What follows belongs to an exercise in optimizing a design on an open flow for small area and a short achievable clock period; a production flow would make more cautious choices.
Function was not checked in any run shown here: the RTL went through the layout flow alone.
Power figures rest on the tool's default switching activity, not on a simulated workload.

==> flow/design.v, too long to show whole: its modules and the start of the top module <==
// module mult_cell: 4 lines
// module mult_ha: 4 lines
// module mult_or2: 3 lines
// module mult_and2: 3 lines
// module mult_ao21: 3 lines
// module mult_man: 1628 lines
module mult_man (
  input clk, input rstn, input data_rdy,
  input [16:0] mult1_signed, input [16:0] mult2_signed,
  output [31:0] res, output [33:0] res_signed, output res_rdy, output [32:0] res_final);
  // ...
==> flow/run.sh <==
#!/bin/bash
# synth_recipe.tcl (not shown) runs the flow's synth.tcl, then flattens the netlist and writes it again
# the make line also repeats each setting of config.mk as NAME=value (left out here)
make -C /OpenROAD-flow-scripts/flow DESIGN_CONFIG=/design/flow/config.mk WORK_HOME=/design/flow/orfs CLKGATE_MAP_FILE= SYNTH_SCRIPT=/design/flow/synth_recipe.tcl finish
==> flow/config.mk <==
export PLATFORM = sky130hd
export DESIGN_NAME = mult_man
export DESIGN_NICKNAME = mult_man
export VERILOG_FILES = /design/flow/design.v
export SDC_FILE = /design/flow/constraint.sdc
export NUM_CORES = 4
export LEC_CHECK = 0
export ABC_CLOCK_PERIOD_IN_PS = 2000
export CAP_MARGIN = 20
export CORE_MARGIN = 2
export CORE_UTILIZATION = 40
export SETUP_SLACK_MARGIN = 2.4
export SLEW_MARGIN = 20
export SYNTH_HIERARCHICAL = 1
==> flow/constraint.sdc <==
create_clock -name core_clock -period 4.5 [get_ports {clk}]
set_input_delay 0.9000 -clock core_clock [delete_from_list [all_inputs] [get_ports {clk}]]
set_output_delay 0.9000 -clock core_clock [all_outputs]
set_load 0.01 [all_outputs]
==> out/results.ini, run 1 <==
[outcome]
outcome = complete, no violations

[critical_path]
startpoint = p1_am_2$_DFF_P_
regToRegSetupSlack_ns = 2.19

[power_and_ir_drop]
power_uw = 12400
power_density_nw_per_um2 = 591
leakage_uw = 0.00969

[layout]
clock_buffers = 45
final_area_um2 = 21000
final_common_cell = and2_1

[run]
drv_cap = 0

[yosys]
synth_most_common_cell = and2_1
ys_types = 20
async_flop_share_pct = 23.5
syn_inst = 1443
yosys_warnings = 7

[global_routing]
grtUsageTotal_pct = 17.3

[placed_design]
placedCellCount = 2032
dp_hpwl_um = 23600

[worst_hold_path]
min-delay-start = p2_c29_0$_DFF_P_

[clock_network]
htreeDepth = 2
hold_buffers = 0

[timing]
rsz0062_at_grt = yes
fmax_mhz = 432
layout_setup_ws_ns = 2.19

[routing]
viasPerCell = 4.58
wl_per_cell_um = 16.7

==> run 2, diff against run 1 <==
--- a/flow/config.mk
+++ b/flow/config.mk
@@ -10,5 +10,4 @@
 export CORE_MARGIN = 2
 export CORE_UTILIZATION = 40
-export SETUP_SLACK_MARGIN = 2.4
 export SLEW_MARGIN = 20
 export SYNTH_HIERARCHICAL = 1
==> out/results.ini, run 2 <==
[yosys]
synth_most_common_cell = and2_1
synth_area_leaders = dfxtp_1 (27%), fa_1 (24%), and2_1 (13%)
syn_inst = 1443  ; unchanged
synth_edf_count = 0
syn-num-nets = 1743
yosys_warnings = 7  ; unchanged
synth-seq-cells = 294
ys_types = 20  ; unchanged
yosys-top-cells-count = and2_1 (335), dfxtp_1 (225), fa_1 (198)
syn-cell-area_um2 = 16500
synth_flop_cell = dfxtp_1
ys_seq_area_share_pct = 37.7
async_flop_share_pct = 23.5  ; unchanged
synth_top_cell_by_area = dfxtp_1
synth_top_area_share_pct = 27.2
syn_area_per_cell_um2 = 11.5

[critical_path]
cp_max_fo = 16
crit_path_start_kind = flip-flop
path_class = flip-flop to flip-flop
worstPathArrival_ns = 3.03
endpoint_kind = flip-flop
worstPathRequired_ns = 4.88

[timing]
fmax_mhz = 378  ; -12%
layout_setup_ws_ns = 1.86  ; -0.330 ns
slew_viol_final = 0
setup_viol = 0
tns_ns = 0
finalCriticalPeriod_ns = 2.64
rsz0062_at_grt = no
slew_headroom_pct = 44.4
period_share_pct = 58.7
tightest_slew_ns = 0.834
clock_skew_ns = 0.0133
hold_viol_final = 0

[global_routing]
grt_antenna_before_repair = 0
grt_max_degree = 70
gr-total-overflow = 0
grt_pass1_wl_um = 53600
grt_pass1_vias = 10000
grtUsageTotal_pct = 15.5  ; -1.8 points

[clock_network]
hold_buffers = 0  ; unchanged
cts_max_path_buffers = 3
cts.sinks = 294
cts-root-buf = clkbuf_16
clock_latency_ns = 0.51
cts_resized = 0
cts_setup_buffers = 0
clk_pin_slew_worst_paths_ns = 0.06
cts_buffers = 34
htreeDepth = 2  ; unchanged
tritoncts = built

[layout]
top_register = rs_q
n_antenna_cell = 0
largest_reg_flops = 33
final_common_cell = and2_1
area_growth_pct = 16.8
drive_gt1_share_pct = 5.69
final_cell_mix = and2_1 (335), dfxtp_1 (225), fa_1 (198), or2_1 (139), clkdlybuf4s50_1 (134)
reg.largest.list = rs_q x33, r_q x31
final_area_um2 = 19300  ; -7.9%
layout.nets = 1837

[placed_design]
dp_slack_ns = 1.66
dp_hpwl_um = 23300  ; -1.4%
portBuffers = 135
placed_cell_area_um2 = 18100
place.gp.congestion = 0.829

[routing]
drt_iter0_drc = 339
wirelength_um = 32000
wl_per_cell_um = 15.3  ; -8.2%
firstDrtPassIters = 4
antenna_left = 0
drc_errors = 0
num_vias = 9428
viasPerCell = 4.50  ; -1.8%

[power_and_ir_drop]
seqPwrFrac_pct = 36.4
p_sw_uw = 3960
combPwrFrac_pct = 39.5
peakVddDrop_uv = 269
power_switching_share_pct = 33.4
leakage_uw = 0.00880  ; -9.2%
p_int_uw = 7900
power.share.clock_pct = 24.1
power_density_nw_per_um2 = 614  ; +3.9%

[floorplan]
dieArea_um2 = 43000
die_w_um = 207
row_count = 74
pin_count = 137
core_um2 = 40800
die_h_um = 207
initial_core_util_pct = 40.5

[outcome]
outcome = complete, no violations

[run]
drv_cap = 0  ; unchanged

[worst_hold_path]
hold_class = flip-flop to flip-flop

-- run 2: through the flow --
stage               hold slack [ns]  util, %  total power (µW)  std cells
floorplan                     0.310        -              7500       1443
global placement              0.312     44.4              9030       2033
detailed placement            0.312     44.4              9120       2033
CTS                           0.320     47.3             12100       2095
global route                  0.327     47.3             13000       2095
finish                        0.325     47.3             11900       2095
-- run 2: path summary, 6_finish.rpt --
kind | start | slack [ns] | end | depth (start not counted)
max reg2reg | p1_bm_13$_DFF_P_ | 1.86 | p2_c14_3$_DFF_P_ | 4
min reg2reg | p2_c29_1$_DFF_P_ | 0.32 | p3_c29_1$_DFF_P_ | 0
min | p2_c29_1$_DFF_P_ | 0.32 | p3_c29_1$_DFF_P_ | 0
max in group asynchronous | rstn | 3.37 | r_q[25]$_DFF_PN0_ | 2
min in group asynchronous | rstn | 0.57 | r_q[4]$_DFF_PN0_ | 2
max | p1_bm_13$_DFF_P_ | 1.86 | p2_c14_3$_DFF_P_ | 4
-- run 2: power by group through the flow --
stage | Combinational (µW) | Sequential (µW) | Clock, µW
floorplan | 3290 | 4210 | 0
global placement | 4660 | 4360 | 0
detailed placement | 4730 | 4390 | 0
CTS | 4770 | 4340 | 2950
global route | 5470 | 4450 | 3080
finish | 4690 | 4320 | 2860
-- run 2: per-layer routing --
metal,routed length (µm),track usage (%),up-vias
li1,-,-,4555
met1,15000,21.4,4614
met2,14500,24.7,208
met3,1880,3.28,51
met4,668,4.19,0
met5,0,0,-
-- run 2: area by class of cell --
| class | instances | area [µm²] |
|---|---|---|
| inverter | 78 | 293 |
| multi-input combinational | 991 | 9570 |
| clock inverter | 13 | 164 |
| timing repair buffer | 138 | 1370 |
| tap | 532 | 666 |
| clock buffer | 49 | 1030 |
| fill | 3714 | 21500 |
| sequential | 294 | 6230 |
-- run 2: worst max-delay path, cell delays in order, from the launching register on --
cell and delay [ns]:
dfxtp_1 0.76, and2_1 0.25, fa_1 0.45, fa_1 0.61, fa_1 0.45
-- run 2: cell families after synthesis --
| kind of cell | Yosys count | share of synthesized area, % |
|---|---|---|
| flops | 294 | 37.7 |
| other cells | 1 | 0.0227 |
| xor+xnor | 60 | 3.18 |
| simple gates | 567 | 20.5 |
| mux | 31 | 2.11 |
| buf+inv | 158 | 4.47 |
| compound gates | 69 | 3.13 |
| fa+ha+maj | 263 | 28.9 |
-- run 2: per-module statistics from Yosys (local to each module, per instance) --
module     times used  cells
mult_and2          46      1
mult_ao21          69      1
mult_cell         198      1
mult_ha            12      1
mult_man            1    979
mult_or2          139      1

port drivers added, routing unchanged:
In the flow no input, the clock included, has a driving cell. The finished layouts below were timed again as built, in two steps.
Step 1: set_driving_cell puts a clkbuf_16 on clk and a buf_2 on each other input, an assumption about the parent block.
Step 2 times the ports against the registers' clock, not the clock port: input delays grow and output delays shrink by t, the midpoint of the rising clock arrivals with the driver on.
Slacks: ideal ports / drivers / drivers and shift; pairs: ideal ports / drivers.
run | t (ns) | setup WS [ns] | clock arrival spread, ns | worst register clock-pin slew, ns | pins driven straight from the clock port
run 1 | 0.566 | 2.187 / 2.187 / 1.915 | 0.019 / 0.019 | 0.06 / 0.06 | 1
run 2 | 0.554 | 1.857 / 1.857 / 1.691 | 0.016 / 0.016 | 0.06 / 0.06 | 1
After both steps every run listed still meets setup and hold. The setup slack of run 1, which loses most, moves by 0.000 ns with the drivers and by -0.272 ns with both steps.
